This is an optimization exercise on Yosys and OpenROAD, whose aim is small area, not a production implementation.
Function was checked by simulation only, so behaviour that the tests miss may differ from the original.
Power and IR drop assume default switching activity. The clock port is modelled as an ideal driver; clocking choices that lean on that would not hold on a real chip.

==> inputs of exp/yarrow <==
==> flow/design.v <==
`timescale 1ns / 1ps
module regfile_aoi222(
input wire [2:0] a,
input wire [2:0] b,
output wire y
    );
 assign y = ~|(a & b);
endmodule
module regfile_rdbit(
input wire [32:0] d,
input wire [32:0] s,
output wire y
    );
 wire [10:0] t;
 genvar g;
 generate for (g=0; g<11; g=g+1) begin : grp
  regfile_aoi222 u (.a(d[3*g+2:3*g]), .b(s[3*g+2:3*g]), .y(t[g]));
 end endgenerate
 assign y = ~&t;
endmodule
module regfile(
input wire clk_i,
input wire rst_n_i,
input wire [4:0] rs1_addr_i,
input wire [4:0] rs2_addr_i,
input wire [4:0] rsd_addr_i,
input wire [31:0] rsd_i,
input wire rd_wren_i,
output reg [31:0] rs1_data_o,
output reg [31:0] rs2_data_o
    );
 reg [31:0] array [0:31];
 reg [31:0] valid;
 wire       rden = rst_n_i & ~rd_wren_i;
 integer i;
 always @( posedge clk_i or negedge rst_n_i) begin
 if(!rst_n_i) begin
  valid <= 32'd0;
 end
 else if(rd_wren_i) begin
  valid[rsd_addr_i] <= 1'b1;
 end
 end
 always @( posedge clk_i) begin
 if(rd_wren_i) begin
  array[rsd_addr_i] <= rsd_i;
 end
 end
 reg [32:0] sel1, sel2;
 always @(*) begin
  for (i=0; i<32; i=i+1) begin
   sel1[i] = rden & valid[i] & (rs1_addr_i == i);
   sel2[i] = rden & valid[i] & (rs2_addr_i == i);
  end
  sel1[32] = ~rden;
  sel2[32] = ~rden;
 end
 wire [31:0] nxt1, nxt2;
 genvar b, r;
 generate for (b=0; b<32; b=b+1) begin : bit_g
  wire [32:0] d1, d2;
  for (r=0; r<32; r=r+1) begin : row_g
   assign d1[r] = array[r][b];
  end
  assign d1[32] = rs1_data_o[b];
  assign d2[31:0] = d1[31:0];
  assign d2[32] = rs2_data_o[b];
  regfile_rdbit u1 (.d(d1), .s(sel1), .y(nxt1[b]));
  regfile_rdbit u2 (.d(d2), .s(sel2), .y(nxt2[b]));
 end endgenerate
 always @( posedge clk_i) begin
  rs1_data_o <= nxt1;
  rs2_data_o <= nxt2;
 end
endmodule
==> flow/run.sh <==
#!/bin/bash
# synth_recipe.tcl (not shown) runs the flow's synth.tcl, then flattens the netlist and writes it again
# the make line also repeats each setting of config.mk as NAME=value (left out here)
make -C /OpenROAD-flow-scripts/flow DESIGN_CONFIG=/design/flow/config.mk WORK_HOME=/design/flow/orfs CLKGATE_MAP_FILE= SYNTH_SCRIPT=/design/flow/synth_recipe.tcl finish
==> flow/config.mk <==
export PLATFORM = sky130hd
export DESIGN_NAME = regfile
export DESIGN_NICKNAME = regfile
export VERILOG_FILES = /design/flow/design.v
export SDC_FILE = /design/flow/constraint.sdc
export NUM_CORES = 4
export LEC_CHECK = 0
export CAP_MARGIN = 20
export CORE_MARGIN = 2
export CORE_UTILIZATION = 30
export PLACE_DENSITY = 0.5
export SLEW_MARGIN = 20
export SYNTH_HIERARCHICAL = 1
==> flow/constraint.sdc <==
create_clock -name core_clock -period 5.0 [get_ports {clk_i}]
set_input_delay 1.0000 -clock core_clock [delete_from_list [all_inputs] [get_ports {clk_i}]]
set_output_delay 1.0000 -clock core_clock [all_outputs]
set_load 0.01 [all_outputs]
==> inputs of exp/umber, as changes to exp/yarrow <==
==> flow/design.v, changed modules only <==
module regfile_dec #(parameter MASKED = 1) (
input wire [4:0] a,
input wire en,
input wire [31:0] m,
output wire [31:0] y
    );
 wire [3:0] lo;
 wire [7:0] hi;
 genvar g;
 generate for (g=0; g<4; g=g+1) begin : lo_g
  assign lo[g] = en & (a[1:0] == g);
 end
 for (g=0; g<8; g=g+1) begin : hi_g
  assign hi[g] = (a[4:2] == g);
 end
 for (g=0; g<32; g=g+1) begin : y_g
  assign y[g] = lo[g%4] & hi[g/4] & (m[g] | !MASKED);
 end endgenerate
endmodule
module regfile(
input wire clk_i,
input wire rst_n_i,
input wire [4:0] rs1_addr_i,
input wire [4:0] rs2_addr_i,
input wire [4:0] rsd_addr_i,
input wire [31:0] rsd_i,
input wire rd_wren_i,
output reg [31:0] rs1_data_o,
output reg [31:0] rs2_data_o
    );
 reg [31:0] array [0:31];
 reg [31:0] valid;
 reg        rst_seen;
 wire       rden = rst_n_i & ~rd_wren_i;
 wire       rsel = rden & rst_seen;
 wire [31:0] dec1, dec2, decw, decw2;
 integer i;
 regfile_dec #(.MASKED(0)) u_decw (.a(rsd_addr_i), .en(rd_wren_i), .m(valid), .y(decw));  
 regfile_dec #(.MASKED(0)) u_decw2 (.a(rsd_addr_i), .en(rd_wren_i), .m(valid), .y(decw2));  
 regfile_dec u_dec1 (.a(rs1_addr_i), .en(rsel), .m(valid), .y(dec1));
 regfile_dec u_dec2 (.a(rs2_addr_i), .en(rsel), .m(valid), .y(dec2));
 always @( posedge clk_i or negedge rst_n_i) begin
 if(!rst_n_i) begin
  rst_seen <= 1'b0;
 end
 else begin
  rst_seen <= rst_n_i;  
 end
 end
 always @( posedge clk_i) begin
  valid <= (valid & {32{rst_seen}}) | decw;
 end
 always @( posedge clk_i) begin
 for (i=0; i<32; i=i+1) begin
  if(decw[i]) array[i][15:0] <= rsd_i[15:0];
  if(decw2[i]) array[i][31:16] <= rsd_i[31:16];
 end
 end
 wire [32:0] sel1 = {~rden, dec1};
 wire [32:0] sel2 = {~rden, dec2};
 wire [31:0] nxt1, nxt2;
 genvar b, r;
 generate for (b=0; b<32; b=b+1) begin : bit_g
  wire [32:0] d1, d2;
  for (r=0; r<32; r=r+1) begin : row_g
   assign d1[r] = array[r][b];
  end
  assign d1[32] = rs1_data_o[b];
  assign d2[31:0] = d1[31:0];
  assign d2[32] = rs2_data_o[b];
  regfile_rdbit u1 (.d(d1), .s(sel1), .y(nxt1[b]));
  regfile_rdbit u2 (.d(d2), .s(sel2), .y(nxt2[b]));
 end endgenerate
 always @( posedge clk_i) begin
  rs1_data_o <= nxt1;
  rs2_data_o <= nxt2;
 end
endmodule
==> flow/flow/run.sh (new file) <==
#!/bin/bash
# The standard ORFS layout (the standard.sh, standard synthesis unchanged) with two
# options changed through ORFS's own variables:
#  - clock tree synthesis without dummy loads, with the buffers and sink clusters set below;
#  - port buffers of cell buf_1 (every input and output port still gets its buffer).
set -euo pipefail
export CTS_ARGS="-sink_clustering_enable -repair_clock_nets -dont_use_dummy_load -buf_list sky130_fd_sc_hd__clkbuf_16 -root_buf sky130_fd_sc_hd__clkbuf_16 -tree_buf sky130_fd_sc_hd__clkbuf_16 -sink_clustering_buffer sky130_fd_sc_hd__clkbuf_16 -sink_clustering_size 32 -sink_clustering_max_diameter 90"
export BUFFER_PORTS_ARGS="-buffer_cell sky130_fd_sc_hd__buf_1"
bash standard.sh finish > flow_make.log 2>&1
==> flow/standard.sh (new file) <==
#!/bin/bash
# synth_recipe.tcl (not shown) runs the flow's synth.tcl, then flattens the netlist and writes it again
# the make line also repeats each setting of config.mk as NAME=value (left out here)
make -C /OpenROAD-flow-scripts/flow DESIGN_CONFIG=/design/flow/config.mk WORK_HOME=/design/flow/orfs CLKGATE_MAP_FILE= SYNTH_SCRIPT=/design/flow/synth_recipe.tcl "${@:-finish}"
Settings changed: CAP_MARGIN 20 to 0, CORE_UTILIZATION 30 to 40, PLACE_DENSITY 0.5 to 0.6, SLEW_MARGIN 20 to 0.
removed: flow/run.sh
==> summary of the runs <==
exp/umber completed with no timing, DRC or antenna violations. exp/yarrow finished clean.
Of exp/umber and exp/yarrow, exp/umber has the higher global-route usage (gap 2.9 points).
Sequential power is about the same in exp/umber and exp/yarrow.
Against exp/yarrow, the area after synthesis of exp/umber is smaller by about 1.1%.
Between exp/yarrow and exp/umber, the lower maximum frequency is in exp/yarrow (gap 7.4%, measured against exp/umber).
Hold slack: exp/yarrow is better than exp/umber (0.067 ns).
Between exp/umber and exp/yarrow, the lower synthesized cell count is in exp/umber (gap about 2.7%, measured against exp/yarrow).
Of exp/yarrow and exp/umber, exp/yarrow has the higher total power (gap 34%, measured against exp/umber).
Against exp/umber, the flip-flop and latch count of exp/yarrow is lower by 1.
Against exp/umber, the sequential share of layout area of exp/yarrow is lower by 6.2 points.
Of exp/umber and exp/yarrow, exp/yarrow has the higher combinational power (gap 54%, measured against exp/yarrow).
==> figures <==
Result of the run: exp/umber complete, no violations; exp/yarrow complete, no violations
Final worst-path cycle share: exp/umber 69.0%; exp/yarrow 74.5%
Area enclosed by the die boundary: exp/umber 109000 um^2; exp/yarrow 147000 um^2
Highest Clock Rate: exp/umber 290 MHz; exp/yarrow 269 MHz
Portion of the post-synthesis area used by sequential elements: exp/umber 76.7%; exp/yarrow 76.2%
Die Wd: exp/umber 331 um; exp/yarrow 383 um
DRT iter0 DRCs: exp/umber 7732; exp/yarrow 7999
Total via count after detailed routing: exp/umber 30100; exp/yarrow 32000
Cell area after synthesis: exp/umber 42700 um^2; exp/yarrow 43100 um^2
R2R Path End: exp/umber rs2_data_o[22]; exp/yarrow rs1_data_o[0]
Worst slew margin relative to its limit: exp/umber 16.3%; exp/yarrow 14.8%
Critical-path cell with the highest stage delay: exp/umber and3_2; exp/yarrow clkdlybuf4s50_1
PwrDens: exp/umber 316 nW/um^2; exp/yarrow 386 nW/um^2
Area share of fa/ha/maj cells after synthesis: exp/umber 0%; exp/yarrow 0.116%
Met2 demand-to-capacity share in global routing: exp/umber 42.3%; exp/yarrow 36.2%
Area fraction of the dominant cell type after synthesis: exp/umber 72.1%; exp/yarrow 71.3%
Wire length on met1: exp/umber 53.0 mm; exp/yarrow 67.0 mm
Clock group share of total power: exp/umber 28.0%; exp/yarrow 43.5%
Min Tclk post-route: exp/umber 3.45 ns; exp/yarrow 3.72 ns
Signal arrival time at the worst endpoint: exp/umber 4.03 ns; exp/yarrow 4.32 ns
Internal Pwr Total: exp/umber 11900 uW; exp/yarrow 15700 uW
Clock buffer count in the final layout: exp/umber 42; exp/yarrow 154

## static timing again, ports no longer ideal
No port has a modelled driver above. Below, the same layouts with a new extraction and two added sets of constraints.
Step 1 (the two cells are an assumption about what drives the block):
set clk [get_ports {clk_i}]
set_driving_cell -lib_cell sky130_fd_sc_hd__clkbuf_16 $clk
set_driving_cell -lib_cell sky130_fd_sc_hd__buf_2 [delete_from_list [all_inputs] $clk]
Step 2 times the ports against the registers' clock, not the clock port: input delays grow and output delays shrink by t, the midpoint of the rising clock arrivals with the driver on.
Three values: ideal ports, drivers, drivers and shift; two values: the first two.
| run | t, ns | setup slack, ns | latest minus earliest clock arrival (ns) | slew at the worst register clock pin (ns) | cell pins on the clock port's net |
|---|---|---|---|---|---|
| exp/yarrow | 0.782 | 1.276 / 1.325 / 0.543 | 0.030 / 0.030 | 0.07 / 0.07 | 1 |
| exp/umber | 0.711 | 1.552 / 1.552 / 0.904 | 0.050 / 0.051 | 0.12 / 0.12 | 1 |
After both steps setup and hold are still met in every run listed. The setup slack of exp/yarrow, which loses most, moves by +0.049 ns with the drivers and by -0.733 ns with both steps.
